This design comes from an exercise in tuning for small area on the open sky130 flow, not from production work. Function was checked by simulation only, so behaviour that the tests miss may differ from the original. The clock cells of run 2 come from the design's own scripts or RTL, not from TritonCTS. No driver is modelled on the clock port, so clock power and skew are understated where the tree is cut down; a real chip needs a root buffer or a tree.

--- design/flow/config.mk ---
export PLATFORM = sky130hd
export DESIGN_NAME = fir_filter
export DESIGN_NICKNAME = fir_filter
export VERILOG_FILES = /design/flow/design.v
export SDC_FILE = /design/flow/constraint.sdc
export NUM_CORES = 4
export LEC_CHECK = 0
export CAP_MARGIN = 20
export CORE_MARGIN = 2
export CORE_UTILIZATION = 72
export GPL_TIMING_DRIVEN = 0
export SLEW_MARGIN = 20
export SYNTH_HIERARCHICAL = 1
--- design/flow/constraint.sdc ---
create_clock -name core_clock -period 13.0 [get_ports {clk}]
set_input_delay 2.6000 -clock core_clock [delete_from_list [all_inputs] [get_ports {clk}]]
set_output_delay 2.6000 -clock core_clock [all_outputs]
set_load 0.01 [all_outputs]
--- design/flow/design.v ---
module fir_filter(clk,reset,data_in,data_out);
input clk,reset;
input signed [15:0] data_in;  
output reg signed [15:0] data_out;  
reg [15:0] x0, x1, x2, x3, x4, x5, x6, x7;
wire [15:0] y;
always @(posedge clk or posedge reset)
  if (reset) begin
    x0 <= 0; x1 <= 0; x2 <= 0; x3 <= 0;
    x4 <= 0; x5 <= 0; x6 <= 0; x7 <= 0;
    data_out <= 0;
  end else begin
    x0 <= data_in; x1 <= x0; x2 <= x1; x3 <= x2;
    x4 <= x3; x5 <= x4; x6 <= x5; x7 <= x6;
    data_out <= y;
  end
  wire n1 = x1[0] ^ x6[0];
  wire n2 = x1[0] & x6[0];
  wire n3, n4;
  fir_fa u_n3 (.a(x1[1]), .b(x6[1]), .c(n2), .s(n3), .co(n4));
  wire n5, n6;
  fir_fa u_n5 (.a(x1[2]), .b(x6[2]), .c(n4), .s(n5), .co(n6));
  wire n7, n8;
  fir_fa u_n7 (.a(x1[3]), .b(x6[3]), .c(n6), .s(n7), .co(n8));
  wire n9, n10;
  fir_fa u_n9 (.a(x1[4]), .b(x6[4]), .c(n8), .s(n9), .co(n10));
  wire n11, n12;
  fir_fa u_n11 (.a(x1[5]), .b(x6[5]), .c(n10), .s(n11), .co(n12));
  wire n13, n14;
  fir_fa u_n13 (.a(x1[6]), .b(x6[6]), .c(n12), .s(n13), .co(n14));
  wire n15, n16;
  fir_fa u_n15 (.a(x1[7]), .b(x6[7]), .c(n14), .s(n15), .co(n16));
  wire n17, n18;
  fir_fa u_n17 (.a(x1[8]), .b(x6[8]), .c(n16), .s(n17), .co(n18));
  wire n19, n20;
  fir_fa u_n19 (.a(x1[9]), .b(x6[9]), .c(n18), .s(n19), .co(n20));
  wire n21, n22;
  fir_fa u_n21 (.a(x1[10]), .b(x6[10]), .c(n20), .s(n21), .co(n22));
  wire n23, n24;
  fir_fa u_n23 (.a(x1[11]), .b(x6[11]), .c(n22), .s(n23), .co(n24));
  wire n25, n26;
  fir_fa u_n25 (.a(x1[12]), .b(x6[12]), .c(n24), .s(n25), .co(n26));
  wire n27, n28;
  fir_fa u_n27 (.a(x1[13]), .b(x6[13]), .c(n26), .s(n27), .co(n28));
  wire n29, n30;
  fir_fa u_n29 (.a(x1[14]), .b(x6[14]), .c(n28), .s(n29), .co(n30));
  wire n31, n32;
  fir_fa u_n31 (.a(x1[15]), .b(x6[15]), .c(~n30), .s(n31), .co(n32));
  wire n33 = x2[0] ^ x5[0];
  wire n34 = x2[0] & x5[0];
  wire n35, n36;
  fir_fa u_n35 (.a(x2[1]), .b(x5[1]), .c(n34), .s(n35), .co(n36));
  wire n37, n38;
  fir_fa u_n37 (.a(x2[2]), .b(x5[2]), .c(n36), .s(n37), .co(n38));
  wire n39, n40;
  fir_fa u_n39 (.a(x2[3]), .b(x5[3]), .c(n38), .s(n39), .co(n40));
  wire n41, n42;
  fir_fa u_n41 (.a(x2[4]), .b(x5[4]), .c(n40), .s(n41), .co(n42));
  wire n43, n44;
  fir_fa u_n43 (.a(x2[5]), .b(x5[5]), .c(n42), .s(n43), .co(n44));
  wire n45, n46;
  fir_fa u_n45 (.a(x2[6]), .b(x5[6]), .c(n44), .s(n45), .co(n46));
  wire n47, n48;
  fir_fa u_n47 (.a(x2[7]), .b(x5[7]), .c(n46), .s(n47), .co(n48));
  wire n49, n50;
  fir_fa u_n49 (.a(x2[8]), .b(x5[8]), .c(n48), .s(n49), .co(n50));
  wire n51, n52;
  fir_fa u_n51 (.a(x2[9]), .b(x5[9]), .c(n50), .s(n51), .co(n52));
  wire n53, n54;
  fir_fa u_n53 (.a(x2[10]), .b(x5[10]), .c(n52), .s(n53), .co(n54));
  wire n55, n56;
  fir_fa u_n55 (.a(x2[11]), .b(x5[11]), .c(n54), .s(n55), .co(n56));
  wire n57, n58;
  fir_fa u_n57 (.a(x2[12]), .b(x5[12]), .c(n56), .s(n57), .co(n58));
  wire n59, n60;
  fir_fa u_n59 (.a(x2[13]), .b(x5[13]), .c(n58), .s(n59), .co(n60));
  wire n61, n62;
  fir_fa u_n61 (.a(x2[14]), .b(x5[14]), .c(n60), .s(n61), .co(n62));
  wire n63, n64;
  fir_fa u_n63 (.a(x2[15]), .b(x5[15]), .c(~n62), .s(n63), .co(n64));
  wire n65 = x3[0] ^ x4[0];
  wire n66 = x3[0] & x4[0];
  wire n67, n68;
  fir_fa u_n67 (.a(x3[1]), .b(x4[1]), .c(n66), .s(n67), .co(n68));
  wire n69, n70;
  fir_fa u_n69 (.a(x3[2]), .b(x4[2]), .c(n68), .s(n69), .co(n70));
  wire n71, n72;
  fir_fa u_n71 (.a(x3[3]), .b(x4[3]), .c(n70), .s(n71), .co(n72));
  wire n73, n74;
  fir_fa u_n73 (.a(x3[4]), .b(x4[4]), .c(n72), .s(n73), .co(n74));
  wire n75, n76;
  fir_fa u_n75 (.a(x3[5]), .b(x4[5]), .c(n74), .s(n75), .co(n76));
  wire n77, n78;
  fir_fa u_n77 (.a(x3[6]), .b(x4[6]), .c(n76), .s(n77), .co(n78));
  wire n79, n80;
  fir_fa u_n79 (.a(x3[7]), .b(x4[7]), .c(n78), .s(n79), .co(n80));
  wire n81, n82;
  fir_fa u_n81 (.a(x3[8]), .b(x4[8]), .c(n80), .s(n81), .co(n82));
  wire n83, n84;
  fir_fa u_n83 (.a(x3[9]), .b(x4[9]), .c(n82), .s(n83), .co(n84));
  wire n85, n86;
  fir_fa u_n85 (.a(x3[10]), .b(x4[10]), .c(n84), .s(n85), .co(n86));
  wire n87, n88;
  fir_fa u_n87 (.a(x3[11]), .b(x4[11]), .c(n86), .s(n87), .co(n88));
  wire n89, n90;
  fir_fa u_n89 (.a(x3[12]), .b(x4[12]), .c(n88), .s(n89), .co(n90));
  wire n91, n92;
  fir_fa u_n91 (.a(x3[13]), .b(x4[13]), .c(n90), .s(n91), .co(n92));
  wire n93, n94;
  fir_fa u_n93 (.a(x3[14]), .b(x4[14]), .c(n92), .s(n93), .co(n94));
  wire n95, n96;
  fir_fa u_n95 (.a(x3[15]), .b(x4[15]), .c(~n94), .s(n95), .co(n96));
  wire n97 = ~x0[0] ^ n33;
  wire n98 = ~x0[0] & n33;
  wire n99, n100;
  fir_fa u_n99 (.a(~x0[1]), .b(n98), .c(n35), .s(n99), .co(n100));
  wire n101, n102;
  fir_fa u_n101 (.a(~x0[2]), .b(n37), .c(n100), .s(n101), .co(n102));
  wire n103, n104;
  fir_fa u_n103 (.a(~x0[3]), .b(n39), .c(n102), .s(n103), .co(n104));
  wire n105, n106;
  fir_fa u_n105 (.a(~x0[4]), .b(n41), .c(n104), .s(n105), .co(n106));
  wire n107, n108;
  fir_fa u_n107 (.a(~x0[5]), .b(n43), .c(n106), .s(n107), .co(n108));
  wire n109, n110;
  fir_fa u_n109 (.a(~x0[6]), .b(n45), .c(n108), .s(n109), .co(n110));
  wire n111, n112;
  fir_fa u_n111 (.a(~x0[7]), .b(n47), .c(n110), .s(n111), .co(n112));
  wire n113, n114;
  fir_fa u_n113 (.a(~x0[8]), .b(n49), .c(n112), .s(n113), .co(n114));
  wire n115, n116;
  fir_fa u_n115 (.a(~x0[9]), .b(n51), .c(n114), .s(n115), .co(n116));
  wire n117, n118;
  fir_fa u_n117 (.a(~x0[10]), .b(n53), .c(n116), .s(n117), .co(n118));
  wire n119, n120;
  fir_fa u_n119 (.a(~x0[11]), .b(n55), .c(n118), .s(n119), .co(n120));
  wire n121, n122;
  fir_fa u_n121 (.a(~x0[12]), .b(n57), .c(n120), .s(n121), .co(n122));
  wire n123, n124;
  fir_fa u_n123 (.a(~x0[13]), .b(n59), .c(n122), .s(n123), .co(n124));
  wire n125, n126;
  fir_fa u_n125 (.a(~x0[14]), .b(n61), .c(n124), .s(n125), .co(n126));
  wire n127, n128;
  fir_fa u_n127 (.a(x0[15]), .b(~n63), .c(n126), .s(n127), .co(n128));
  wire n129 = ~n64 ^ n128;
  wire n130 = ~n64 & n128;
  wire n131 = x0[3] ^ n1;
  wire n132 = x0[3] & n1;
  wire n133, n134;
  fir_fa u_n133 (.a(x0[4]), .b(n132), .c(n3), .s(n133), .co(n134));
  wire n135, n136;
  fir_fa u_n135 (.a(x0[5]), .b(n5), .c(n134), .s(n135), .co(n136));
  wire n137, n138;
  fir_fa u_n137 (.a(x0[6]), .b(n7), .c(n136), .s(n137), .co(n138));
  wire n139, n140;
  fir_fa u_n139 (.a(x0[7]), .b(n9), .c(n138), .s(n139), .co(n140));
  wire n141, n142;
  fir_fa u_n141 (.a(x0[8]), .b(n11), .c(n140), .s(n141), .co(n142));
  wire n143, n144;
  fir_fa u_n143 (.a(x0[9]), .b(n13), .c(n142), .s(n143), .co(n144));
  wire n145, n146;
  fir_fa u_n145 (.a(x0[10]), .b(n15), .c(n144), .s(n145), .co(n146));
  wire n147, n148;
  fir_fa u_n147 (.a(x0[11]), .b(n17), .c(n146), .s(n147), .co(n148));
  wire n149, n150;
  fir_fa u_n149 (.a(x0[12]), .b(n19), .c(n148), .s(n149), .co(n150));
  wire n151, n152;
  fir_fa u_n151 (.a(x0[13]), .b(n21), .c(n150), .s(n151), .co(n152));
  wire n153, n154;
  fir_fa u_n153 (.a(x0[14]), .b(n23), .c(n152), .s(n153), .co(n154));
  wire n155, n156;
  fir_fa u_n155 (.a(~x0[15]), .b(n25), .c(n154), .s(n155), .co(n156));
  wire n157 = n27 ^ n156;
  wire n158 = n27 & n156;
  wire n159 = n158 ^ n29;
  wire n160 = n158 & n29;
  wire n161 = n160 ^ ~n31;
  wire n162 = n160 & ~n31;
  wire n163 = ~n32 ^ n162;
  wire n164 = ~n32 & n162;
  wire n165 = x7[0] ^ n3;
  wire n166 = x7[0] & n3;
  wire n167, n168;
  fir_fa u_n167 (.a(x7[1]), .b(n166), .c(n5), .s(n167), .co(n168));
  wire n169, n170;
  fir_fa u_n169 (.a(x7[2]), .b(n7), .c(n168), .s(n169), .co(n170));
  wire n171, n172;
  fir_fa u_n171 (.a(x7[3]), .b(n9), .c(n170), .s(n171), .co(n172));
  wire n173, n174;
  fir_fa u_n173 (.a(x7[4]), .b(n11), .c(n172), .s(n173), .co(n174));
  wire n175, n176;
  fir_fa u_n175 (.a(x7[5]), .b(n13), .c(n174), .s(n175), .co(n176));
  wire n177, n178;
  fir_fa u_n177 (.a(x7[6]), .b(n15), .c(n176), .s(n177), .co(n178));
  wire n179, n180;
  fir_fa u_n179 (.a(x7[7]), .b(n17), .c(n178), .s(n179), .co(n180));
  wire n181, n182;
  fir_fa u_n181 (.a(x7[8]), .b(n19), .c(n180), .s(n181), .co(n182));
  wire n183, n184;
  fir_fa u_n183 (.a(x7[9]), .b(n21), .c(n182), .s(n183), .co(n184));
  wire n185, n186;
  fir_fa u_n185 (.a(x7[10]), .b(n23), .c(n184), .s(n185), .co(n186));
  wire n187, n188;
  fir_fa u_n187 (.a(x7[11]), .b(n25), .c(n186), .s(n187), .co(n188));
  wire n189, n190;
  fir_fa u_n189 (.a(x7[12]), .b(n27), .c(n188), .s(n189), .co(n190));
  wire n191, n192;
  fir_fa u_n191 (.a(x7[13]), .b(n29), .c(n190), .s(n191), .co(n192));
  wire n193, n194;
  fir_fa u_n193 (.a(x7[14]), .b(n192), .c(~n31), .s(n193), .co(n194));
  wire n195, n196;
  fir_fa u_n195 (.a(x7[15]), .b(n32), .c(~n194), .s(n195), .co(n196));
  wire n197 = x7[0] ^ n97;
  wire n198 = x7[0] & n97;
  wire n199, n200;
  fir_fa u_n199 (.a(x7[1]), .b(n198), .c(n99), .s(n199), .co(n200));
  wire n201, n202;
  fir_fa u_n201 (.a(x7[2]), .b(n200), .c(n101), .s(n201), .co(n202));
  wire n203, n204;
  fir_fa u_n203 (.a(x7[3]), .b(n202), .c(n103), .s(n203), .co(n204));
  wire n205, n206;
  fir_fa u_n205 (.a(x7[4]), .b(n204), .c(n105), .s(n205), .co(n206));
  wire n207, n208;
  fir_fa u_n207 (.a(x7[5]), .b(n206), .c(n107), .s(n207), .co(n208));
  wire n209, n210;
  fir_fa u_n209 (.a(x7[6]), .b(n208), .c(n109), .s(n209), .co(n210));
  wire n211, n212;
  fir_fa u_n211 (.a(x7[7]), .b(n210), .c(n111), .s(n211), .co(n212));
  wire n213 = x7[8] ^ n113;
  wire n214 = x7[8] & n113;
  wire n215, n216;
  fir_fa u_n215 (.a(x7[9]), .b(n214), .c(n115), .s(n215), .co(n216));
  wire n217, n218;
  fir_fa u_n217 (.a(x7[10]), .b(n216), .c(n117), .s(n217), .co(n218));
  wire n219, n220;
  fir_fa u_n219 (.a(x7[11]), .b(n218), .c(n119), .s(n219), .co(n220));
  wire n221, n222;
  fir_fa u_n221 (.a(x7[12]), .b(n220), .c(n121), .s(n221), .co(n222));
  wire n223, n224;
  fir_fa u_n223 (.a(x7[13]), .b(n222), .c(n123), .s(n223), .co(n224));
  wire n225, n226;
  fir_fa u_n225 (.a(x7[14]), .b(n224), .c(n125), .s(n225), .co(n226));
  wire n227, n228;
  fir_fa u_n227 (.a(~x7[15]), .b(n226), .c(n127), .s(n227), .co(n228));
  wire n229 = n129 ^ n228;
  wire n230 = n129 & n228;
  wire n231 = n130 ^ n230;
  wire n232 = n130 & n230;
  wire n233 = n65 ^ n99;
  wire n234 = n65 & n99;
  wire n235, n236;
  fir_fa u_n235 (.a(n67), .b(n234), .c(n101), .s(n235), .co(n236));
  wire n237, n238;
  fir_fa u_n237 (.a(n69), .b(n236), .c(n103), .s(n237), .co(n238));
  wire n239, n240;
  fir_fa u_n239 (.a(n71), .b(n238), .c(n105), .s(n239), .co(n240));
  wire n241, n242;
  fir_fa u_n241 (.a(n73), .b(n240), .c(n107), .s(n241), .co(n242));
  wire n243, n244;
  fir_fa u_n243 (.a(n75), .b(n242), .c(n109), .s(n243), .co(n244));
  wire n245, n246;
  fir_fa u_n245 (.a(n77), .b(n244), .c(n111), .s(n245), .co(n246));
  wire n247, n248;
  fir_fa u_n247 (.a(n79), .b(n246), .c(n113), .s(n247), .co(n248));
  wire n249, n250;
  fir_fa u_n249 (.a(n81), .b(n248), .c(n115), .s(n249), .co(n250));
  wire n251, n252;
  fir_fa u_n251 (.a(n83), .b(n250), .c(n117), .s(n251), .co(n252));
  wire n253, n254;
  fir_fa u_n253 (.a(n85), .b(n252), .c(n119), .s(n253), .co(n254));
  wire n255, n256;
  fir_fa u_n255 (.a(n87), .b(n254), .c(n121), .s(n255), .co(n256));
  wire n257, n258;
  fir_fa u_n257 (.a(n89), .b(n256), .c(n123), .s(n257), .co(n258));
  wire n259, n260;
  fir_fa u_n259 (.a(n91), .b(n258), .c(n125), .s(n259), .co(n260));
  wire n261, n262;
  fir_fa u_n261 (.a(n93), .b(n260), .c(n127), .s(n261), .co(n262));
  wire n263, n264;
  fir_fa u_n263 (.a(~n95), .b(n129), .c(n262), .s(n263), .co(n264));
  wire n265, n266;
  fir_fa u_n265 (.a(~n96), .b(n130), .c(n264), .s(n265), .co(n266));
  wire n267 = (1'b0 & n1) | (1'b0 & n199) | (n1 & n199);
  wire n268 = 1'b0 ^ x0[0] ^ n97;
  wire n269 = (1'b0 & x0[0]) | (1'b0 & n97) | (x0[0] & n97);
  wire n270, n271;
  fir_fa u_n270 (.a(n165), .b(n268), .c(n267), .s(n270), .co(n271));
  wire n272 = ~(n201 | n270);
  wire n273 = 1'b0 ^ x0[1] ^ x0[0];
  wire n274 = (1'b0 & x0[1]) | (1'b0 & x0[0]) | (x0[1] & x0[0]);
  wire n275, n276;
  fir_fa u_n275 (.a(n273), .b(n269), .c(n233), .s(n275), .co(n276));
  wire n277, n278;
  fir_fa u_n277 (.a(n167), .b(n275), .c(n271), .s(n277), .co(n278));
  wire n279 = (n203 & ~n272) | (n203 & n277) | (~n272 & n277);
  wire n280 = 1'b0 ^ x0[2] ^ x0[1];
  wire n281 = (1'b0 & x0[2]) | (1'b0 & x0[1]) | (x0[2] & x0[1]);
  wire n282, n283;
  fir_fa u_n282 (.a(n1), .b(n274), .c(n280), .s(n282), .co(n283));
  wire n284, n285;
  fir_fa u_n284 (.a(n282), .b(n276), .c(n169), .s(n284), .co(n285));
  wire n286, n287;
  fir_fa u_n286 (.a(~n65), .b(n235), .c(n284), .s(n286), .co(n287));
  wire n288, n289;
  fir_fa u_n288 (.a(n278), .b(n205), .c(n286), .s(n288), .co(n289));
  wire n290 = ~(n279 | n288);
  wire n291, n292;
  fir_fa u_n291 (.a(x0[2]), .b(n281), .c(n131), .s(n291), .co(n292));
  wire n293, n294;
  fir_fa u_n293 (.a(n197), .b(n283), .c(n165), .s(n293), .co(n294));
  wire n295, n296;
  fir_fa u_n295 (.a(~n67), .b(n291), .c(n293), .s(n295), .co(n296));
  wire n297, n298;
  fir_fa u_n297 (.a(n295), .b(n171), .c(n285), .s(n297), .co(n298));
  wire n299, n300;
  fir_fa u_n299 (.a(n237), .b(n297), .c(n287), .s(n299), .co(n300));
  wire n301, n302;
  fir_fa u_n301 (.a(n289), .b(n299), .c(n207), .s(n301), .co(n302));
  wire n303 = n290 & ~n301;
  wire n304, n305;
  fir_fa u_n304 (.a(n131), .b(n292), .c(~n69), .s(n304), .co(n305));
  wire n306, n307;
  fir_fa u_n306 (.a(n133), .b(n294), .c(n304), .s(n306), .co(n307));
  wire n308, n309;
  fir_fa u_n308 (.a(n167), .b(n199), .c(n296), .s(n308), .co(n309));
  wire n310, n311;
  fir_fa u_n310 (.a(n306), .b(n308), .c(n173), .s(n310), .co(n311));
  wire n312, n313;
  fir_fa u_n312 (.a(n298), .b(n239), .c(n310), .s(n312), .co(n313));
  wire n314, n315;
  fir_fa u_n314 (.a(n300), .b(n312), .c(n302), .s(n314), .co(n315));
  wire n316 = (n209 & ~n303) | (n209 & n314) | (~n303 & n314);
  wire n317 = 1'b0 ^ x0[0] ^ n133;
  wire n318 = (1'b0 & x0[0]) | (1'b0 & n133) | (x0[0] & n133);
  wire n319, n320;
  fir_fa u_n319 (.a(n305), .b(n135), .c(n317), .s(n319), .co(n320));
  wire n321, n322;
  fir_fa u_n321 (.a(n307), .b(n169), .c(n201), .s(n321), .co(n322));
  wire n323, n324;
  fir_fa u_n323 (.a(~n71), .b(n319), .c(n309), .s(n323), .co(n324));
  wire n325, n326;
  fir_fa u_n325 (.a(n321), .b(n323), .c(n175), .s(n325), .co(n326));
  wire n327, n328;
  fir_fa u_n327 (.a(n311), .b(n241), .c(n313), .s(n327), .co(n328));
  wire n329, n330;
  fir_fa u_n329 (.a(n325), .b(n327), .c(n315), .s(n329), .co(n330));
  wire n331 = (n211 & n329) | (n211 & n316) | (n329 & n316);
  wire n332, n333;
  fir_fa u_n332 (.a(x0[1]), .b(n1), .c(n135), .s(n332), .co(n333));
  wire n334, n335;
  fir_fa u_n334 (.a(n318), .b(n137), .c(n332), .s(n334), .co(n335));
  wire n336, n337;
  fir_fa u_n336 (.a(n320), .b(n171), .c(n322), .s(n336), .co(n337));
  wire n338, n339;
  fir_fa u_n338 (.a(~n73), .b(n334), .c(n203), .s(n338), .co(n339));
  wire n340, n341;
  fir_fa u_n340 (.a(n324), .b(n336), .c(n338), .s(n340), .co(n341));
  wire n342, n343;
  fir_fa u_n342 (.a(n326), .b(n177), .c(n340), .s(n342), .co(n343));
  wire n344, n345;
  fir_fa u_n344 (.a(n243), .b(n328), .c(n342), .s(n344), .co(n345));
  wire n346, n347;
  fir_fa u_n346 (.a(n212), .b(n213), .c(n344), .s(n346), .co(n347));
  wire n348 = (n330 & n346) | (n330 & n331) | (n346 & n331);
  wire n349, n350;
  fir_fa u_n349 (.a(x0[2]), .b(n165), .c(n137), .s(n349), .co(n350));
  wire n351, n352;
  fir_fa u_n351 (.a(n333), .b(n139), .c(n335), .s(n351), .co(n352));
  wire n353, n354;
  fir_fa u_n353 (.a(n349), .b(n173), .c(n337), .s(n353), .co(n354));
  wire n355, n356;
  fir_fa u_n355 (.a(n351), .b(n205), .c(n339), .s(n355), .co(n356));
  wire n357, n358;
  fir_fa u_n357 (.a(n353), .b(n341), .c(n355), .s(n357), .co(n358));
  wire n359, n360;
  fir_fa u_n359 (.a(n179), .b(n343), .c(n357), .s(n359), .co(n360));
  wire n361, n362;
  fir_fa u_n361 (.a(n245), .b(n345), .c(n359), .s(n361), .co(n362));
  wire n363, n364;
  fir_fa u_n363 (.a(~n75), .b(n347), .c(n361), .s(n363), .co(n364));
  wire n365 = (n215 & n363) | (n215 & n348) | (n363 & n348);
  wire n366 = 1'b1 ^ ~n131 ^ n97;
  wire n367 = (1'b1 & ~n131) | (1'b1 & n97) | (~n131 & n97);
  wire n368, n369;
  fir_fa u_n368 (.a(n167), .b(n139), .c(n350), .s(n368), .co(n369));
  wire n370, n371;
  fir_fa u_n370 (.a(n141), .b(n352), .c(n368), .s(n370), .co(n371));
  wire n372, n373;
  fir_fa u_n372 (.a(n175), .b(n354), .c(n370), .s(n372), .co(n373));
  wire n374, n375;
  fir_fa u_n374 (.a(n366), .b(n77), .c(~n356), .s(n374), .co(n375));
  wire n376, n377;
  fir_fa u_n376 (.a(n207), .b(n372), .c(n358), .s(n376), .co(n377));
  wire n378, n379;
  fir_fa u_n378 (.a(n181), .b(n360), .c(n376), .s(n378), .co(n379));
  wire n380, n381;
  fir_fa u_n380 (.a(n247), .b(n362), .c(n378), .s(n380), .co(n381));
  wire n382, n383;
  fir_fa u_n382 (.a(~n374), .b(n380), .c(n364), .s(n382), .co(n383));
  wire n384 = (n217 & n365) | (n217 & n382) | (n365 & n382);
  wire n385, n386;
  fir_fa u_n385 (.a(n367), .b(~n133), .c(n233), .s(n385), .co(n386));
  wire n387, n388;
  fir_fa u_n387 (.a(n169), .b(n141), .c(n369), .s(n387), .co(n388));
  wire n389, n390;
  fir_fa u_n389 (.a(n143), .b(n371), .c(n387), .s(n389), .co(n390));
  wire n391, n392;
  fir_fa u_n391 (.a(n177), .b(n373), .c(n389), .s(n391), .co(n392));
  wire n393, n394;
  fir_fa u_n393 (.a(n385), .b(n79), .c(n375), .s(n393), .co(n394));
  wire n395, n396;
  fir_fa u_n395 (.a(n209), .b(n391), .c(n377), .s(n395), .co(n396));
  wire n397, n398;
  fir_fa u_n397 (.a(n183), .b(n379), .c(n395), .s(n397), .co(n398));
  wire n399, n400;
  fir_fa u_n399 (.a(n381), .b(n397), .c(n249), .s(n399), .co(n400));
  wire n401, n402;
  fir_fa u_n401 (.a(~n393), .b(n399), .c(n383), .s(n401), .co(n402));
  wire n403 = (n219 & n384) | (n219 & n401) | (n384 & n401);
  wire n404 = 1'b0 ^ n1 ^ n97;
  wire n405 = (1'b0 & n1) | (1'b0 & n97) | (n1 & n97);
  wire n406, n407;
  fir_fa u_n406 (.a(n404), .b(n135), .c(~n386), .s(n406), .co(n407));
  wire n408, n409;
  fir_fa u_n408 (.a(~n235), .b(n171), .c(n406), .s(n408), .co(n409));
  wire n410, n411;
  fir_fa u_n410 (.a(n143), .b(n388), .c(n408), .s(n410), .co(n411));
  wire n412, n413;
  fir_fa u_n412 (.a(n145), .b(n390), .c(n410), .s(n412), .co(n413));
  wire n414, n415;
  fir_fa u_n414 (.a(n179), .b(n392), .c(n412), .s(n414), .co(n415));
  wire n416, n417;
  fir_fa u_n416 (.a(n81), .b(n394), .c(~n211), .s(n416), .co(n417));
  wire n418, n419;
  fir_fa u_n418 (.a(n414), .b(n396), .c(n185), .s(n418), .co(n419));
  wire n420, n421;
  fir_fa u_n420 (.a(n398), .b(n418), .c(n400), .s(n420), .co(n421));
  wire n422, n423;
  fir_fa u_n422 (.a(n251), .b(n420), .c(n402), .s(n422), .co(n423));
  wire n424, n425;
  fir_fa u_n424 (.a(n221), .b(n403), .c(n422), .s(n424), .co(n425));
  wire n426 = n416 & ~n424;
  wire n427 = 1'b0 ^ n405 ^ n165;
  wire n428 = (1'b0 & n405) | (1'b0 & n165) | (n405 & n165);
  wire n429, n430;
  fir_fa u_n429 (.a(n427), .b(n233), .c(n137), .s(n429), .co(n430));
  wire n431, n432;
  fir_fa u_n431 (.a(n429), .b(n407), .c(n173), .s(n431), .co(n432));
  wire n433, n434;
  fir_fa u_n433 (.a(~n237), .b(n409), .c(n431), .s(n433), .co(n434));
  wire n435, n436;
  fir_fa u_n435 (.a(n145), .b(n411), .c(n433), .s(n435), .co(n436));
  wire n437, n438;
  fir_fa u_n437 (.a(~n83), .b(n147), .c(n413), .s(n437), .co(n438));
  wire n439, n440;
  fir_fa u_n439 (.a(n212), .b(n181), .c(n435), .s(n439), .co(n440));
  wire n441, n442;
  fir_fa u_n441 (.a(n415), .b(n437), .c(n213), .s(n441), .co(n442));
  wire n443, n444;
  fir_fa u_n443 (.a(~n417), .b(n439), .c(n441), .s(n443), .co(n444));
  wire n445, n446;
  fir_fa u_n445 (.a(n187), .b(n419), .c(n443), .s(n445), .co(n446));
  wire n447, n448;
  fir_fa u_n447 (.a(n421), .b(n445), .c(n253), .s(n447), .co(n448));
  wire n449, n450;
  fir_fa u_n449 (.a(n423), .b(n447), .c(n223), .s(n449), .co(n450));
  wire n451 = (n425 & ~n426) | (n425 & n449) | (~n426 & n449);
  wire n452, n453;
  fir_fa u_n452 (.a(~n97), .b(n428), .c(n167), .s(n452), .co(n453));
  wire n454, n455;
  fir_fa u_n454 (.a(n452), .b(n235), .c(n139), .s(n454), .co(n455));
  wire n456, n457;
  fir_fa u_n456 (.a(n430), .b(n454), .c(n175), .s(n456), .co(n457));
  wire n458, n459;
  fir_fa u_n458 (.a(n432), .b(n456), .c(n434), .s(n458), .co(n459));
  wire n460, n461;
  fir_fa u_n460 (.a(n147), .b(n436), .c(n458), .s(n460), .co(n461));
  wire n462, n463;
  fir_fa u_n462 (.a(n239), .b(n85), .c(~n149), .s(n462), .co(n463));
  wire n464, n465;
  fir_fa u_n464 (.a(n438), .b(n183), .c(n440), .s(n464), .co(n465));
  wire n466, n467;
  fir_fa u_n466 (.a(n460), .b(~n462), .c(n442), .s(n466), .co(n467));
  wire n468, n469;
  fir_fa u_n468 (.a(n464), .b(n215), .c(n444), .s(n468), .co(n469));
  wire n470, n471;
  fir_fa u_n470 (.a(n466), .b(n189), .c(n446), .s(n470), .co(n471));
  wire n472, n473;
  fir_fa u_n472 (.a(n468), .b(n470), .c(n448), .s(n472), .co(n473));
  wire n474, n475;
  fir_fa u_n474 (.a(n255), .b(n472), .c(n450), .s(n474), .co(n475));
  wire n476 = (n225 & n474) | (n225 & n451) | (n474 & n451);
  wire n477, n478;
  fir_fa u_n477 (.a(~n233), .b(n169), .c(n453), .s(n477), .co(n478));
  wire n479, n480;
  fir_fa u_n479 (.a(n477), .b(n237), .c(n141), .s(n479), .co(n480));
  wire n481, n482;
  fir_fa u_n481 (.a(n455), .b(n479), .c(n457), .s(n481), .co(n482));
  wire n483, n484;
  fir_fa u_n483 (.a(n177), .b(n481), .c(n459), .s(n483), .co(n484));
  wire n485, n486;
  fir_fa u_n485 (.a(n149), .b(n461), .c(n483), .s(n485), .co(n486));
  wire n487, n488;
  fir_fa u_n487 (.a(n241), .b(n87), .c(n463), .s(n487), .co(n488));
  wire n489, n490;
  fir_fa u_n489 (.a(n151), .b(n185), .c(n465), .s(n489), .co(n490));
  wire n491, n492;
  fir_fa u_n491 (.a(n485), .b(n467), .c(n489), .s(n491), .co(n492));
  wire n493, n494;
  fir_fa u_n493 (.a(n217), .b(n469), .c(n491), .s(n493), .co(n494));
  wire n495, n496;
  fir_fa u_n495 (.a(n191), .b(n471), .c(n493), .s(n495), .co(n496));
  wire n497, n498;
  fir_fa u_n497 (.a(n473), .b(n495), .c(n257), .s(n497), .co(n498));
  wire n499, n500;
  fir_fa u_n499 (.a(n497), .b(n475), .c(n227), .s(n499), .co(n500));
  wire n501, n502;
  fir_fa u_n501 (.a(~n487), .b(n476), .c(n499), .s(n501), .co(n502));
  wire n503, n504;
  fir_fa u_n503 (.a(~n235), .b(n171), .c(n478), .s(n503), .co(n504));
  wire n505, n506;
  fir_fa u_n505 (.a(n503), .b(n143), .c(n480), .s(n505), .co(n506));
  wire n507, n508;
  fir_fa u_n507 (.a(n239), .b(n505), .c(n482), .s(n507), .co(n508));
  wire n509, n510;
  fir_fa u_n509 (.a(n179), .b(n507), .c(n484), .s(n509), .co(n510));
  wire n511, n512;
  fir_fa u_n511 (.a(n151), .b(n486), .c(n509), .s(n511), .co(n512));
  wire n513, n514;
  fir_fa u_n513 (.a(n243), .b(n89), .c(n488), .s(n513), .co(n514));
  wire n515, n516;
  fir_fa u_n515 (.a(n153), .b(n187), .c(n490), .s(n515), .co(n516));
  wire n517, n518;
  fir_fa u_n517 (.a(n511), .b(n492), .c(n515), .s(n517), .co(n518));
  wire n519, n520;
  fir_fa u_n519 (.a(n219), .b(n494), .c(n517), .s(n519), .co(n520));
  wire n521, n522;
  fir_fa u_n521 (.a(n193), .b(n496), .c(n519), .s(n521), .co(n522));
  wire n523, n524;
  fir_fa u_n523 (.a(n521), .b(n498), .c(n259), .s(n523), .co(n524));
  wire n525, n526;
  fir_fa u_n525 (.a(~n513), .b(n523), .c(n229), .s(n525), .co(n526));
  wire n527, n528;
  fir_fa u_n527 (.a(n500), .b(n525), .c(n502), .s(n527), .co(n528));
  wire n529 = 1'b0 ^ n173 ^ n504;
  wire n530 = (1'b0 & n173) | (1'b0 & n504) | (n173 & n504);
  wire n531, n532;
  fir_fa u_n531 (.a(n529), .b(n145), .c(n506), .s(n531), .co(n532));
  wire n533, n534;
  fir_fa u_n533 (.a(~n237), .b(n241), .c(n531), .s(n533), .co(n534));
  wire n535, n536;
  fir_fa u_n535 (.a(n508), .b(n181), .c(n533), .s(n535), .co(n536));
  wire n537, n538;
  fir_fa u_n537 (.a(n510), .b(n153), .c(n535), .s(n537), .co(n538));
  wire n539, n540;
  fir_fa u_n539 (.a(n245), .b(n91), .c(n514), .s(n539), .co(n540));
  wire n541, n542;
  fir_fa u_n541 (.a(n512), .b(n155), .c(n537), .s(n541), .co(n542));
  wire n543, n544;
  fir_fa u_n543 (.a(n189), .b(n516), .c(n541), .s(n543), .co(n544));
  wire n545, n546;
  fir_fa u_n545 (.a(n518), .b(n543), .c(n221), .s(n545), .co(n546));
  wire n547, n548;
  fir_fa u_n547 (.a(~n539), .b(n520), .c(n545), .s(n547), .co(n548));
  wire n549, n550;
  fir_fa u_n549 (.a(~n195), .b(n522), .c(n547), .s(n549), .co(n550));
  wire n551, n552;
  fir_fa u_n551 (.a(n524), .b(n261), .c(n549), .s(n551), .co(n552));
  wire n553, n554;
  fir_fa u_n553 (.a(n231), .b(n526), .c(n551), .s(n553), .co(n554));
  wire n555, n556;
  fir_fa u_n555 (.a(~n239), .b(n175), .c(n530), .s(n555), .co(n556));
  wire n557, n558;
  fir_fa u_n557 (.a(n147), .b(n532), .c(n555), .s(n557), .co(n558));
  wire n559, n560;
  fir_fa u_n559 (.a(n243), .b(n557), .c(n534), .s(n559), .co(n560));
  wire n561, n562;
  fir_fa u_n561 (.a(n183), .b(n536), .c(n559), .s(n561), .co(n562));
  wire n563, n564;
  fir_fa u_n563 (.a(n538), .b(n561), .c(n155), .s(n563), .co(n564));
  wire n565, n566;
  fir_fa u_n565 (.a(n247), .b(n93), .c(~n157), .s(n565), .co(n566));
  wire n567, n568;
  fir_fa u_n567 (.a(~n540), .b(n542), .c(n563), .s(n567), .co(n568));
  wire n569, n570;
  fir_fa u_n569 (.a(n191), .b(n544), .c(n567), .s(n569), .co(n570));
  wire n571, n572;
  fir_fa u_n571 (.a(n546), .b(n569), .c(n223), .s(n571), .co(n572));
  wire n573, n574;
  fir_fa u_n573 (.a(n565), .b(n196), .c(~n548), .s(n573), .co(n574));
  wire n575, n576;
  fir_fa u_n575 (.a(n571), .b(n550), .c(n232), .s(n575), .co(n576));
  wire n577, n578;
  fir_fa u_n577 (.a(n263), .b(n552), .c(n575), .s(n577), .co(n578));
  wire n579, n580;
  fir_fa u_n579 (.a(~n573), .b(n554), .c(n577), .s(n579), .co(n580));
  wire n581 = 1'b1 ^ ~n177 ^ n241;
  wire n582 = (1'b1 & ~n177) | (1'b1 & n241) | (~n177 & n241);
  wire n583, n584;
  fir_fa u_n583 (.a(n556), .b(n149), .c(n558), .s(n583), .co(n584));
  wire n585, n586;
  fir_fa u_n585 (.a(n245), .b(n583), .c(n560), .s(n585), .co(n586));
  wire n587, n588;
  fir_fa u_n587 (.a(n185), .b(n562), .c(n585), .s(n587), .co(n588));
  wire n589, n590;
  fir_fa u_n589 (.a(n581), .b(n249), .c(~n157), .s(n589), .co(n590));
  wire n591, n592;
  fir_fa u_n591 (.a(n587), .b(n564), .c(n159), .s(n591), .co(n592));
  wire n593, n594;
  fir_fa u_n593 (.a(~n95), .b(n566), .c(n589), .s(n593), .co(n594));
  wire n595, n596;
  fir_fa u_n595 (.a(n568), .b(n591), .c(n193), .s(n595), .co(n596));
  wire n597, n598;
  fir_fa u_n597 (.a(n570), .b(n595), .c(n572), .s(n597), .co(n598));
  wire n599, n600;
  fir_fa u_n599 (.a(~n593), .b(n225), .c(n597), .s(n599), .co(n600));
  wire n601, n602;
  fir_fa u_n601 (.a(~n574), .b(n599), .c(n576), .s(n601), .co(n602));
  wire n603, n604;
  fir_fa u_n603 (.a(n265), .b(n578), .c(n601), .s(n603), .co(n604));
  wire n605 = 1'b1 ^ n582 ^ n243;
  wire n606 = (1'b1 & n582) | (1'b1 & n243) | (n582 & n243);
  wire n607, n608;
  fir_fa u_n607 (.a(n179), .b(n151), .c(n584), .s(n607), .co(n608));
  wire n609, n610;
  fir_fa u_n609 (.a(n247), .b(n607), .c(n586), .s(n609), .co(n610));
  wire n611, n612;
  fir_fa u_n611 (.a(n187), .b(n588), .c(n609), .s(n611), .co(n612));
  wire n613, n614;
  fir_fa u_n613 (.a(n605), .b(n251), .c(n590), .s(n613), .co(n614));
  wire n615, n616;
  fir_fa u_n615 (.a(n96), .b(n159), .c(n611), .s(n615), .co(n616));
  wire n617, n618;
  fir_fa u_n617 (.a(n592), .b(n161), .c(n615), .s(n617), .co(n618));
  wire n619, n620;
  fir_fa u_n619 (.a(n613), .b(n594), .c(n195), .s(n619), .co(n620));
  wire n621, n622;
  fir_fa u_n621 (.a(n596), .b(n617), .c(n598), .s(n621), .co(n622));
  wire n623, n624;
  fir_fa u_n623 (.a(n227), .b(n621), .c(n600), .s(n623), .co(n624));
  wire n625, n626;
  fir_fa u_n625 (.a(~n619), .b(n266), .c(n623), .s(n625), .co(n626));
  wire n627, n628;
  fir_fa u_n627 (.a(n602), .b(n625), .c(n604), .s(n627), .co(n628));
  wire n629, n630;
  fir_fa u_n629 (.a(~n181), .b(n606), .c(n245), .s(n629), .co(n630));
  wire n631, n632;
  fir_fa u_n631 (.a(~n629), .b(n153), .c(n608), .s(n631), .co(n632));
  wire n633, n634;
  fir_fa u_n633 (.a(n249), .b(n610), .c(n631), .s(n633), .co(n634));
  wire n635, n636;
  fir_fa u_n635 (.a(n189), .b(n612), .c(n633), .s(n635), .co(n636));
  wire n637, n638;
  fir_fa u_n637 (.a(n161), .b(n616), .c(n635), .s(n637), .co(n638));
  wire n639, n640;
  fir_fa u_n639 (.a(n253), .b(n614), .c(~n163), .s(n639), .co(n640));
  wire n641, n642;
  fir_fa u_n641 (.a(n618), .b(~n196), .c(n637), .s(n641), .co(n642));
  wire n643, n644;
  fir_fa u_n643 (.a(n639), .b(n620), .c(~n641), .s(n643), .co(n644));
  wire n645, n646;
  fir_fa u_n645 (.a(n229), .b(n622), .c(~n643), .s(n645), .co(n646));
  wire n647, n648;
  fir_fa u_n647 (.a(n624), .b(n645), .c(n626), .s(n647), .co(n648));
  wire n649, n650;
  fir_fa u_n649 (.a(~n183), .b(n247), .c(n630), .s(n649), .co(n650));
  wire n651, n652;
  fir_fa u_n651 (.a(~n649), .b(n155), .c(n632), .s(n651), .co(n652));
  wire n653, n654;
  fir_fa u_n653 (.a(n251), .b(n634), .c(n651), .s(n653), .co(n654));
  wire n655, n656;
  fir_fa u_n655 (.a(n191), .b(n636), .c(n653), .s(n655), .co(n656));
  wire n657, n658;
  fir_fa u_n657 (.a(n164), .b(n163), .c(~n255), .s(n657), .co(n658));
  wire n659, n660;
  fir_fa u_n659 (.a(n638), .b(n655), .c(n657), .s(n659), .co(n660));
  wire n661, n662;
  fir_fa u_n661 (.a(~n640), .b(n642), .c(n659), .s(n661), .co(n662));
  wire n663, n664;
  fir_fa u_n663 (.a(~n644), .b(n661), .c(n231), .s(n663), .co(n664));
  wire n665, n666;
  fir_fa u_n665 (.a(n646), .b(n663), .c(n648), .s(n665), .co(n666));
  wire n667, n668;
  fir_fa u_n667 (.a(~n185), .b(n249), .c(n650), .s(n667), .co(n668));
  wire n669, n670;
  fir_fa u_n669 (.a(n157), .b(~n667), .c(n652), .s(n669), .co(n670));
  wire n671, n672;
  fir_fa u_n671 (.a(n253), .b(n654), .c(n669), .s(n671), .co(n672));
  wire n673, n674;
  fir_fa u_n673 (.a(n164), .b(n193), .c(n656), .s(n673), .co(n674));
  wire n675, n676;
  fir_fa u_n675 (.a(n671), .b(~n257), .c(n658), .s(n675), .co(n676));
  wire n677, n678;
  fir_fa u_n677 (.a(n673), .b(n660), .c(n675), .s(n677), .co(n678));
  wire n679, n680;
  fir_fa u_n679 (.a(n677), .b(n662), .c(n232), .s(n679), .co(n680));
  wire n681, n682;
  fir_fa u_n681 (.a(n679), .b(n664), .c(n666), .s(n681), .co(n682));
  wire n683, n684;
  fir_fa u_n683 (.a(~n187), .b(n251), .c(n668), .s(n683), .co(n684));
  wire n685, n686;
  fir_fa u_n685 (.a(n159), .b(~n683), .c(n670), .s(n685), .co(n686));
  wire n687, n688;
  fir_fa u_n687 (.a(n255), .b(n672), .c(n685), .s(n687), .co(n688));
  wire n689, n690;
  fir_fa u_n689 (.a(n674), .b(n687), .c(n676), .s(n689), .co(n690));
  wire n691, n692;
  fir_fa u_n691 (.a(n195), .b(n259), .c(~n678), .s(n691), .co(n692));
  wire n693, n694;
  fir_fa u_n693 (.a(n689), .b(~n691), .c(n680), .s(n693), .co(n694));
  wire n695 = 1'b1 ^ n253 ^ n684;
  wire n696 = (1'b1 & n253) | (1'b1 & n684) | (n253 & n684);
  wire n697, n698;
  fir_fa u_n697 (.a(n189), .b(n161), .c(n686), .s(n697), .co(n698));
  wire n699, n700;
  fir_fa u_n699 (.a(n695), .b(n196), .c(~n257), .s(n699), .co(n700));
  wire n701, n702;
  fir_fa u_n701 (.a(n688), .b(n697), .c(~n699), .s(n701), .co(n702));
  wire n703, n704;
  fir_fa u_n703 (.a(n690), .b(~n261), .c(n701), .s(n703), .co(n704));
  wire n705, n706;
  fir_fa u_n705 (.a(~n692), .b(n703), .c(n694), .s(n705), .co(n706));
  wire n707, n708;
  fir_fa u_n707 (.a(n191), .b(~n696), .c(n163), .s(n707), .co(n708));
  wire n709, n710;
  fir_fa u_n709 (.a(~n255), .b(n707), .c(n698), .s(n709), .co(n710));
  wire n711, n712;
  fir_fa u_n711 (.a(n259), .b(~n700), .c(n709), .s(n711), .co(n712));
  wire n713, n714;
  fir_fa u_n713 (.a(n702), .b(n711), .c(~n263), .s(n713), .co(n714));
  wire n715, n716;
  fir_fa u_n715 (.a(n704), .b(n713), .c(n706), .s(n715), .co(n716));
  wire n717 = 1'b0 ^ n164 ^ n193;
  wire n718 = (1'b0 & n164) | (1'b0 & n193) | (n164 & n193);
  wire n719, n720;
  fir_fa u_n719 (.a(n708), .b(~n257), .c(n717), .s(n719), .co(n720));
  wire n721, n722;
  fir_fa u_n721 (.a(n710), .b(n719), .c(n261), .s(n721), .co(n722));
  wire n723, n724;
  fir_fa u_n723 (.a(n712), .b(n721), .c(n714), .s(n723), .co(n724));
  wire n725, n726;
  fir_fa u_n725 (.a(~n265), .b(n723), .c(n716), .s(n725), .co(n726));
  wire n727 = 1'b1 ^ ~n718 ^ n195;
  wire n728 = (1'b1 & ~n718) | (1'b1 & n195) | (~n718 & n195);
  wire n729, n730;
  fir_fa u_n729 (.a(n259), .b(~n720), .c(n727), .s(n729), .co(n730));
  wire n731, n732;
  fir_fa u_n731 (.a(~n729), .b(n722), .c(n263), .s(n731), .co(n732));
  wire n733, n734;
  fir_fa u_n733 (.a(~n266), .b(n731), .c(n724), .s(n733), .co(n734));
  wire n735, n736;
  fir_fa u_n735 (.a(n196), .b(n728), .c(n261), .s(n735), .co(n736));
  wire n737, n738;
  fir_fa u_n737 (.a(n730), .b(n735), .c(~n265), .s(n737), .co(n738));
  wire n739, n740;
  fir_fa u_n739 (.a(n732), .b(~n737), .c(n734), .s(n739), .co(n740));
  wire n741 = n736 ^ n263 ^ ~n266;
  wire n742 = n738 ^ n741 ^ ~n740;
  wire n743 = n528 ^ n553;
  wire n744 = ~(n528 | n553);
  wire n745 = ~n579 ^ n744;
  wire n746 = ~n579 & n744;
  wire n747, n748;
  fir_fa u_n747 (.a(n580), .b(n603), .c(~n746), .s(n747), .co(n748));
  wire n749 = n627 ^ n748;
  wire n750 = ~(n627 | n748);
  wire n751, n752;
  fir_fa u_n751 (.a(n628), .b(n647), .c(~n750), .s(n751), .co(n752));
  wire n753 = n665 ^ n752;
  wire n754 = ~(n665 | n752);
  wire n755 = ~n681 ^ n754;
  wire n756 = ~n681 & n754;
  wire n757 = n682 ^ n693;
  wire n758 = ~(n682 | n693);
  wire n759 = ~n705 ^ n758;
  wire n760 = ~n705 & n758;
  wire n761 = ~n715 ^ n760;
  wire n762 = ~n715 & n760;
  wire n763 = ~n725 ^ n762;
  wire n764 = ~n725 & n762;
  wire n765, n766;
  fir_fa u_n765 (.a(n726), .b(n733), .c(~n764), .s(n765), .co(n766));
  wire n767 = n739 ^ n766;
  wire n768 = ~(n739 | n766);
  wire n769 = n742 ^ n768;
  wire n770 = n682 ^ n693 ^ 1'b0;
  wire n771 = (n682 & n693) | (n682 & 1'b0) | (n693 & 1'b0);
  wire n772 = n705 ^ n771;
  wire n773 = ~(n705 | n771);
  wire n774 = ~n715 ^ n773;
  wire n775 = ~n715 & n773;
  wire n776 = ~n725 ^ n775;
  wire n777 = ~n725 & n775;
  wire n778, n779;
  fir_fa u_n778 (.a(n726), .b(n733), .c(~n777), .s(n778), .co(n779));
  wire n780 = n739 ^ n779;
  wire n781 = ~(n739 | n779);
  wire n782 = n742 ^ n781;
  wire n783 = n756 ? ~n770 : n757;
  wire n784 = n756 ? n772 : n759;
  wire n785 = n756 ? n774 : n761;
  wire n786 = n756 ? n776 : n763;
  wire n787 = n756 ? n778 : n765;
  wire n788 = n756 ? n780 : n767;
  wire n789 = n756 ? n782 : n769;
  assign y = {n789, n788, ~n787, n786, n785, n784, n783, n755, n753, ~n751, n749, ~n747, n745, n743, ~n527, ~n501};
endmodule
module fir_fa(a, b, c, s, co);
input a, b, c;
output s, co;
assign s = a ^ b ^ c;
assign co = (a & b) | (a & c) | (b & c);
endmodule
--- design/flow/flow/run.sh ---
#!/bin/bash
# The standard layout (bash standard.sh) with two settings changed:
#  - port buffers (one per input and output port, as standard) use buf_1 cells;
#  - clock tree synthesis uses clkbuf_8 buffers and adds no dummy loads.
# standard.sh's output goes to standard_flow.log; ORFS's per-step logs stay in orfs/logs.
set -euo pipefail
export BUFFER_PORTS_ARGS="-buffer_cell sky130_fd_sc_hd__buf_1"
export CTS_ARGS="-sink_clustering_enable -repair_clock_nets -buf_list sky130_fd_sc_hd__clkbuf_8 -dont_use_dummy_load"
bash standard.sh > standard_flow.log 2>&1
--- design/flow/standard.sh ---
#!/bin/bash
# synth_recipe.tcl (not shown) runs the flow's synth.tcl, then flattens the netlist and writes it again
# the make line also repeats each setting of config.mk as NAME=value (left out here)
make -C /OpenROAD-flow-scripts/flow DESIGN_CONFIG=/design/flow/config.mk WORK_HOME=/design/flow/orfs CLKGATE_MAP_FILE= SYNTH_SCRIPT=/design/flow/synth_recipe.tcl "${@:-finish}"
==> results.sh, run 1 <==
export IMPL_status="timing/DRC/antenna clean"
export IMPL_nFillCells=897
export IMPL_maxCapViolCount=0
export IMPL_crit_path_frequent_cell="fa_1"
export IMPL_ys_top_cells_by_count="fa_1, dfrtp_1, inv_1"
export IMPL_detail_route_vias_per_cell=5.58
export IMPL_diodes=0
export IMPL_finClkSkew_ps=32.4
export IMPL_die_area_sq_um=17100
export IMPL_dr_total_vias=5302
export IMPL_grt_max_degree=84
export IMPL_critPathBufInv=1
export IMPL_grt_usage_pct=30.2
export IMPL_synthFlopType="dfrtp_1"
export IMPL_clockRootBuffer="clkbuf_8"
export IMPL_async_flop_share_pct=100
export IMPL_die_w_um=131
export IMPL_ant_nets=0
export IMPL_regArea_sq_um=3600
export IMPL_worst_slew_pin_slew_ps=498
export IMPL_yosysUniqueCellTypes=24
export IMPL_dp_hpwl_mm=19.3
export IMPL_antenna_found_initial=0
export IMPL_grt_pass1_wl_mm=35.8
export IMPL_fmax_mhz=79.5
export IMPL_slowest_stage="fa_2"
export IMPL_multiInputGateArea_sq_um=7560
export IMPL_first_global_vias=6635
export IMPL_tritoncts="done"
export IMPL_netlist_instances=680
export IMPL_wl_per_cell_um=23.0
export IMPL_cts_buffer_depth=2
export IMPL_dr_pass1_iters=4
export IMPL_crit_fanout=3
export IMPL_stdcell_count=951
export IMPL_synth_area_sq_um=11600
export IMPL_crit_family="adder cells"
export IMPL_start_util_pct=73.3
export IMPL_drive_gt1_share_pct=4.90
export IMPL_synth_seq_cells=144
export IMPL_synth_top_cell_area_share_pct=58.5
export IMPL_slew_headroom_pct=66.8
export IMPL_setup_viol=0
export IMPL_overflow=0
export IMPL_drtIter0Drc=249
export IMPL_crit_type="flip-flop to flip-flop"
export IMPL_syn_num_nets=1075
export IMPL_clk_pin_slew_ps=90
export IMPL_cp_start_kind="flip-flop"
export IMPL_syn2layout_area_growth_pct=6.21
export IMPL_tns_ps=0
export IMPL_row_count=46
export IMPL_hold_buffers=0
export IMPL_finalCritPeriodShare_pct=96.7
export IMPL_routabilityCongestion=0.908
export IMPL_ys_seq_area_share_pct=31.1
export IMPL_synth_area_leaders="fa_1, dfrtp_1, ha_1"
export IMPL_period_needed_ps=12570
export IMPL_wl_mm=21.9
export IMPL_worstPathArrival_ps=12890
export IMPL_cpPeakStageDelay_ps=610
export IMPL_cp_end_kind="flip-flop"
export IMPL_rsz0062_at_grt="false"
export IMPL_drv_slew=0
export IMPL_die_h_um=131
export IMPL_cp_required_ps=13320
export IMPL_top_level_ports=34
export IMPL_synth_area_leader_cell="fa_1"
export IMPL_coreArea_sq_um=15800
export IMPL_avgSynthCellArea_sq_um=17.1
export IMPL_synth_most_common_cell="fa_1"
export IMPL_num_nets_final=1132
export IMPL_port_buffers=33
export IMPL_dp_cells=930
export IMPL_htree_levels=4
export IMPL_clk_latency_ps=460
export IMPL_finalHoldViolCount=0
export IMPL_yosys_warnings=7
export IMPL_hp_class="flip-flop to flip-flop"
export IMPL_cts_buffers=17
export IMPL_cts_sinks=144
export IMPL_drt_drc_violations_left=0
export IMPL_synth_edff_count=0
-- Yosys stat by module, one instance, submodules excluded --
module	flip-flops and latches	cells inside	copies in the design	area, sq um
fir_filter	144	342	1	4840
fir_fa	0	1	338	20.0
-- area by class of cell --
class                      instances  area share [%]
tap                              216            2.19
buffer                             1          0.0914
clock buffer                      17            1.90
sequential                       144            29.2
multi-input combinational        413            61.3
timing repair buffer              38            1.47
inverter                         122            3.78
-- worst register-to-register path: cells and delay by family, from the launching register on --
| family | cells | cell delay (ps) |
|---|---|---|
| buf+inv | 1 | 50 |
| xor+xnor | 2 | 280 |
| mux | 1 | 200 |
| fa+ha+maj | 28 | 11320 |
| simple gates | 2 | 190 |
| flops | 1 | 380 |
-- layout by cell type, fill, tap and decap left out, types with 2 or more instances in the layout --
cell      count
dfrtp_1     144
a211oi_1      2
o22ai_1       3
nand2_1       3
xor2_1        3
xnor2_1       6
ha_1         38
fa_2          8
buf_4         4
clkbuf_8     17
nor2_1        3
inv_1       121
mux2i_1       2
nand2b_1      2
fa_1        331
buf_1        33
-- per-stage QoR --
| stage | area, sq um | hold slack [ps] | utilization [%] | worst slack [ps] |
|---|---|---|---|---|
| 2_1_floorplan | 11600 | 357 | - | 957 |
| 6_report | 12300 | 379 | 77.9 | 426 |
| 4_1_cts | 12300 | 383 | 77.5 | 163 |
| 3_3_place_gp | 12000 | 366 | 75.8 | 434 |
| 5_1_grt | 12300 | 395 | 77.9 | 15.1 |
| 3_5_place_dp | 12000 | 366 | 76.0 | 202 |
-- path summary, 6_finish.rpt --
kind / slack, ps / depth (start not counted) / from / endpoint
worst max-delay path: 430 / 34 / x1[0] / data_out[15]
worst min-delay path: 380 / 0 / x4[15] / x5[15]
worst max register to register: 430 / 34 / x1[0] / data_out[15]
worst min register to register: 380 / 0 / x4[15] / x5[15]
max in group asynchronous: 10060 / 3 / reset / x5[13]
min in group asynchronous: 2170 / 2 / reset / x3[4]
-- flip-flops by register name, summed over array words and instances, names as in the netlist --
register and count:
data_out 16, x0 16, x1 16, x2 16, x3 16, x4 16, x5 16, x6 16
x7 16
-- routing by layer --
metal	vias to the layer above	wire length [um]	GRT usage, %
met1	3000	9480	46.6
li1	2107	-	-
met5	-	0	0
met4	0	288	7.45
met2	172	10300	43.2
met3	23	1860	10.6
-- repair_timing --
| item | 4_1_cts | 5_1_grt |
|---|---|---|
| buffers inserted | 0 | 4 |
| endpoints found under the hold margin | 0 | 0 |
| gates resized for setup | 0 | 9 |
| setup endpoints to repair | 0 | 1 |
-- kinds of logic (layout without fill, tap and decap cells) --
family | count (synthesis) | count (layout) | share of synthesized area [%]
flip-flops | 144 | 144 | 31.1
adder cells (fa/ha/maj) | 379 | 379 | 62.8
multiplexers | 4 | 4 | 0.388
AO/OA/AOI/OAI | 9 | 9 | 0.550
buffers and inverters | 123 | 178 | 4.04
AND/OR/NAND/NOR | 11 | 11 | 0.453
XOR/XNOR | 10 | 10 | 0.755
==> run 2, diff against run 1 <==
==> design/flow/flow/run.sh (replaced) <==
#!/bin/bash
# The standard layout (bash standard.sh) with these changes:
#  - port buffers (one per input and output port, as standard) use buf_1 cells;
#  - after clock tree synthesis, its tree is replaced (POST_CTS_TCL hook) by a
#    two-level tree: clk -> one clkbuf_8 -> 9 clkbuf_8, each driving the
#    flip-flops of one placement cluster (flow/mantree.tcl, flow/rebuild.tcl).
# standard.sh's output goes to standard_flow.log; ORFS's per-step logs stay in orfs/logs.
set -euo pipefail
FLOWDIR="$PWD/flow"
cat > "$PWD/post_cts.tcl" <<EOF
source $FLOWDIR/mantree.tcl
source $FLOWDIR/rebuild.tcl
clktree_rebuild 9 sky130_fd_sc_hd__clkbuf_8 sky130_fd_sc_hd__clkbuf_8
detailed_placement
check_placement -verbose
estimate_parasitics -placement
report_worst_slack -max
report_worst_slack -min
EOF
export POST_CTS_TCL="$PWD/post_cts.tcl"
export BUFFER_PORTS_ARGS="-buffer_cell sky130_fd_sc_hd__buf_1"
export CTS_ARGS="-sink_clustering_enable -repair_clock_nets -buf_list sky130_fd_sc_hd__clkbuf_8 -dont_use_dummy_load"
bash standard.sh > standard_flow.log 2>&1
==> design/flow/flow/mantree.tcl (new file) <==
# Build a two-level clock tree by hand: the clock port drives one root
# buffer, which drives NLEAF leaf buffers, each feeding the flip-flops of one
# k-means cluster (by placed location) directly.
proc mantree_build { nleaf leaf_cell root_cell } {
  set db [ord::get_db]
  set block [ord::get_db_block]
  set clknet [$block findNet clk]
  set sinks {}
  foreach it [$clknet getITerms] {
    lappend sinks $it
  }
  set pts {}
  foreach it $sinks {
    set b [[$it getInst] getBBox]
    lappend pts [list [expr {([$b xMin] + [$b xMax]) / 2}] [expr {([$b yMin] + [$b yMax]) / 2}]]
  }
  set n [llength $pts]
  # k-means, deterministic init: sinks sorted by x then split evenly
  set order [lsort -integer -indices [lmap p $pts {lindex $p 0}]]
  set cent {}
  for {set k 0} {$k < $nleaf} {incr k} {
    set i [lindex $order [expr {int(($k + 0.5) * $n / $nleaf)}]]
    lappend cent [lindex $pts $i]
  }
  set cap [expr {int(ceil(double($n) / $nleaf)) + 2}]
  for {set iter 0} {$iter < 30} {incr iter} {
    # capacity-limited assignment: closest sink-centroid pairs first
    set pairs {}
    for {set i 0} {$i < $n} {incr i} {
      set p [lindex $pts $i]
      for {set k 0} {$k < $nleaf} {incr k} {
        set c [lindex $cent $k]
        set d [expr {abs([lindex $p 0] - [lindex $c 0]) + abs([lindex $p 1] - [lindex $c 1])}]
        lappend pairs [list $d $i $k]
      }
    }
    set pairs [lsort -real -index 0 $pairs]
    set asg [lrepeat $n -1]
    set cnt [lrepeat $nleaf 0]
    foreach pr $pairs {
      lassign $pr d i k
      if {[lindex $asg $i] >= 0} continue
      if {[lindex $cnt $k] >= $cap} continue
      lset asg $i $k
      lset cnt $k [expr {[lindex $cnt $k] + 1}]
    }
    set newc {}
    for {set k 0} {$k < $nleaf} {incr k} {
      set sx 0; set sy 0; set m 0
      for {set i 0} {$i < $n} {incr i} {
        if {[lindex $asg $i] == $k} {
          set sx [expr {$sx + [lindex $pts $i 0]}]
          set sy [expr {$sy + [lindex $pts $i 1]}]
          incr m
        }
      }
      if {$m > 0} {
        lappend newc [list [expr {$sx / $m}] [expr {$sy / $m}]]
      } else {
        lappend newc [lindex $cent $k]
      }
    }
    set cent $newc
  }
  # root buffer at the centroid of the leaves
  set rx 0; set ry 0
  foreach c $cent { set rx [expr {$rx + [lindex $c 0]}]; set ry [expr {$ry + [lindex $c 1]}] }
  set rx [expr {$rx / $nleaf}]; set ry [expr {$ry / $nleaf}]
  set rmaster [$db findMaster $root_cell]
  set lmaster [$db findMaster $leaf_cell]
  set root [odb::dbInst_create $block $rmaster "clkroot_buf"]
  $root setLocation [expr {int($rx)}] [expr {int($ry)}]
  $root setPlacementStatus PLACED
  set rnet [odb::dbNet_create $block "clk_root"]
  $rnet setSigType CLOCK
  foreach it $sinks { $it disconnect }
  [$root findITerm A] connect $clknet
  [$root findITerm X] connect $rnet
  for {set k 0} {$k < $nleaf} {incr k} {
    set leaf [odb::dbInst_create $block $lmaster "clkleaf_buf_$k"]
    $leaf setLocation [expr {int([lindex $cent $k 0])}] [expr {int([lindex $cent $k 1])}]
    $leaf setPlacementStatus PLACED
    set lnet [odb::dbNet_create $block "clk_leaf_$k"]
    $lnet setSigType CLOCK
    [$leaf findITerm A] connect $rnet
    [$leaf findITerm X] connect $lnet
    for {set i 0} {$i < $n} {incr i} {
      if {[lindex $asg $i] == $k} {
        [lindex $sinks $i] connect $lnet
      }
    }
  }
  puts "mantree: $n sinks, $nleaf leaves, cluster sizes $cnt"
}
==> design/flow/flow/rebuild.tcl (new file) <==
# Replace the clock tree that clock_tree_synthesis built with a two-level
# tree (mantree.tcl): every flip-flop clock pin goes back on the clock net,
# the CTS buffers and their nets are removed, then the new tree is built.
proc clktree_rebuild { nleaf leaf_cell root_cell } {
  set block [ord::get_db_block]
  set clknet [$block findNet clk]
  set bufs {}
  foreach inst [$block getInsts] {
    if {[string match "clkbuf_*" [$inst getName]] && [string match "sky130_fd_sc_hd__clkbuf_*" [[$inst getMaster] getName]]} {
      lappend bufs $inst
    }
  }
  set nets {}
  foreach b $bufs {
    set onet [[$b findITerm X] getNet]
    if {$onet ne "NULL"} { lappend nets $onet }
  }
  foreach onet $nets {
    foreach it [$onet getITerms] {
      set inst [$it getInst]
      if {[lsearch -exact $bufs $inst] >= 0} continue
      $it disconnect
      $it connect $clknet
    }
  }
  foreach b $bufs { odb::dbInst_destroy $b }
  foreach onet $nets { odb::dbNet_destroy $onet }
  puts "clktree_rebuild: removed [llength $bufs] CTS buffers"
  mantree_build $nleaf $leaf_cell $root_cell
}
==> run 2 against run 1 <==
First-iteration DRC count rose by 6.4%. Register-to-register slack got worse by 20 ps. Wire length down 2.3%. Maximum frequency fell by 0.15%. Via count down 0.91%. Global-route usage down 1.6 points. Synthesized cell count unchanged. Utilization down 0.72 points. Hold slack better by 22 ps. Critical path depth unchanged.
==> results.sh, run 2 <==
export IMPL_stdcell_area_sq_um=12200
export IMPL_synth_most_common_cell="fa_1"
export IMPL_whs_path_depth=0
export IMPL_dp_hpwl_mm=19.3
export IMPL_path_depth=34
export IMPL_synth_top_cell_area_share_pct=58.5
export IMPL_async_flop_share_pct=100
export IMPL_coreArea_sq_um=15800
export IMPL_ys_top_cells_by_count="fa_1, dfrtp_1, inv_1"
export IMPL_drive_gt1_share_pct=3.58
export IMPL_crit_path_start="x1[0]"
export IMPL_ys_seq_area_share_pct=31.1
export IMPL_critPathBufInv=1
export IMPL_yosys_warnings=7
export IMPL_tns_ps=0
export IMPL_dr_pass1_iters=4
export IMPL_yosysUniqueCellTypes=24
export IMPL_cpPeakStageDelay_ps=610
export IMPL_r2r_start="x1[0]"
export IMPL_period_needed_ps=12590
export IMPL_synth_area_leaders="fa_1, dfrtp_1, ha_1"
export IMPL_regArea_sq_um=3600
export IMPL_drv_slew=0
export IMPL_avgSynthCellArea_sq_um=17.1
export IMPL_ant_nets=0
export IMPL_hold_start="x1[0]"
export IMPL_post_place_ws_ps=202
export IMPL_grt_max_degree=84
export IMPL_overflow=0
export IMPL_drt_drc_violations_left=0
export IMPL_rsz0062_at_grt="false"
export IMPL_crit_path_frequent_cell="fa_1"
export IMPL_detail_route_vias_per_cell=5.58
export IMPL_die_w_um=131
export IMPL_synthFlopType="dfrtp_1"
export IMPL_synth_edff_count=0
export IMPL_synth_area_sq_um=11600
export IMPL_postLayoutSetupSlackWorst_ps=406
export IMPL_wl_per_cell_um=22.7
export IMPL_nFillCells=903
export IMPL_top_level_ports=34
export IMPL_dp_cells=930
export IMPL_routabilityCongestion=0.908
export IMPL_final_cell_mix="fa_1, dfrtp_1, inv_1"
export IMPL_antenna_found_initial=0
export IMPL_finClkSkew_ps=14.7
export IMPL_fmax_mhz=79.4
export IMPL_grt_usage_pct=28.6
export IMPL_cts_sinks=144
export IMPL_layout_commonest_cell="fa_1"
export IMPL_multiInputGateArea_sq_um=7560
export IMPL_maxCapViolCount=0
export IMPL_worstPathArrival_ps=12930
export IMPL_crit_family="adder cells"
export IMPL_status="timing/DRC/antenna clean"
export IMPL_syn2layout_area_growth_pct=5.23
export IMPL_syn_num_nets=1075
export IMPL_netlist_instances=680
export IMPL_die_h_um=131
export IMPL_synth_seq_cells=144
export IMPL_die_area_sq_um=17100
export IMPL_first_global_vias=6504
export IMPL_start_util_pct=73.3
export IMPL_setup_viol=0
export IMPL_postPlaceCellArea_sq_um=12000
export IMPL_slew_headroom_pct=69.8
export IMPL_hp_class="flip-flop to flip-flop"
export IMPL_dr_total_vias=5254
export IMPL_cp_start_kind="flip-flop"
export IMPL_synth_area_leader_cell="fa_1"
export IMPL_clk_latency_ps=450
export IMPL_finalCritPeriodShare_pct=96.9
export IMPL_stdcell_count=942
export IMPL_row_count=46
export IMPL_slowest_stage="fa_2"
export IMPL_diodes=0
export IMPL_cp_required_ps=13330
export IMPL_port_buffers=33
export IMPL_drtIter0Drc=265
export IMPL_crit_type="flip-flop to flip-flop"
export IMPL_grt_pass1_wl_mm=35.1
export IMPL_r2r_cells=34
export IMPL_worst_slew_pin_slew_ps=453
export IMPL_cp_end_kind="flip-flop"
export IMPL_wl_mm=21.4
export IMPL_finalHoldViolCount=0
export IMPL_num_nets_final=1123
export IMPL_crit_fanout=3
export IMPL_clk_pin_slew_ps=110
-- run 2: worst reg2reg max path: cells and delay by family, from the launching register on --
family | cells | cell delay [ps]
DFF | 1 | 400
buffers and inverters | 1 | 50
xor gates and xnor gates | 2 | 280
adders and majority gates | 28 | 11330
muxes | 1 | 200
and+or+nand+nor | 2 | 190
-- run 2: final timing paths --
| check | endpoint | slack (ps) |
|---|---|---|
| worst max-delay path | data_out[15] | 410 |
| worst min-delay path | x2[0] | 400 |
| worst max register to register | data_out[15] | 410 |
| worst min register to register | x2[0] | 400 |
| max in group asynchronous | x5[13] | 10080 |
| min in group asynchronous | x3[4] | 2190 |
-- run 2: stage by stage --
stage                     hold WS (ps)  util (%)
after global routing               409      77.2
after global placement             366      75.8
after detailed placement           366      76.0
after floorplan                    357         -
final                              401      77.2
-- run 2: per-module statistics from Yosys, one instance, submodules excluded --
module / times used / cells
fir_filter: 1 / 342
fir_fa: 338 / 1
-- run 2: kinds of logic (layout without fill, tap and decap cells) --
logic type / count (synthesis) / count (layout) / synth area share, %
AOI/OAI and AO/OA: 9 / 9 / 0.550
xor gates and xnor gates: 10 / 10 / 0.755
adders and majority gates: 379 / 379 / 62.8
buffers and inverters: 123 / 169 / 4.04
DFF: 144 / 144 / 31.1
muxes: 4 / 4 / 0.388
and+or+nand+nor: 11 / 11 / 0.453
-- run 2: final cells by class --
| cell class | instances | area share, % |
|---|---|---|
| Multi-Input combinational cell | 413 | 61.9 |
| Sequential cell | 144 | 29.5 |
| Inverter | 122 | 3.81 |
| Tap cell | 216 | 2.21 |
| Timing Repair Buffer | 36 | 1.36 |
| Buffer | 11 | 1.22 |
-- run 2: layer usage --
layer  GRT usage, %  part of all wire (%)  up-vias
met2           42.2                    47      157
met5              0                     0        -
li1               -                     -     2083
met3           6.68                   7.6       21
met4           4.38                   1.4        0
met1           46.7                    44     2993

## afterwards: timing with drivers on the ports
The flow's constraints put no driver on any port. The routed layouts listed below were extracted and timed again, unchanged, in two steps.
Step 1 (the two cells are an assumption about what drives the block):
set clk [get_ports {clk}]
set_driving_cell -lib_cell sky130_fd_sc_hd__clkbuf_16 $clk
set_driving_cell -lib_cell sky130_fd_sc_hd__buf_2 [delete_from_list [all_inputs] $clk]
Step 2 also shifts input and output timing later by t, the mid clock arrival at the registers, as if the neighbouring blocks saw the same clock.
Slacks: ideal ports / drivers / drivers and shift; pairs: ideal ports / drivers.
run	shift t [ns]	setup slack, ns	hold slack, ns
run 1	0.482	0.426 / 0.426 / 0.426	0.379 / 0.379 / 0.379
run 2	0.471	0.406 / 0.406 / 0.406	0.401 / 0.401 / 0.401
After both steps every run listed still meets setup and hold.
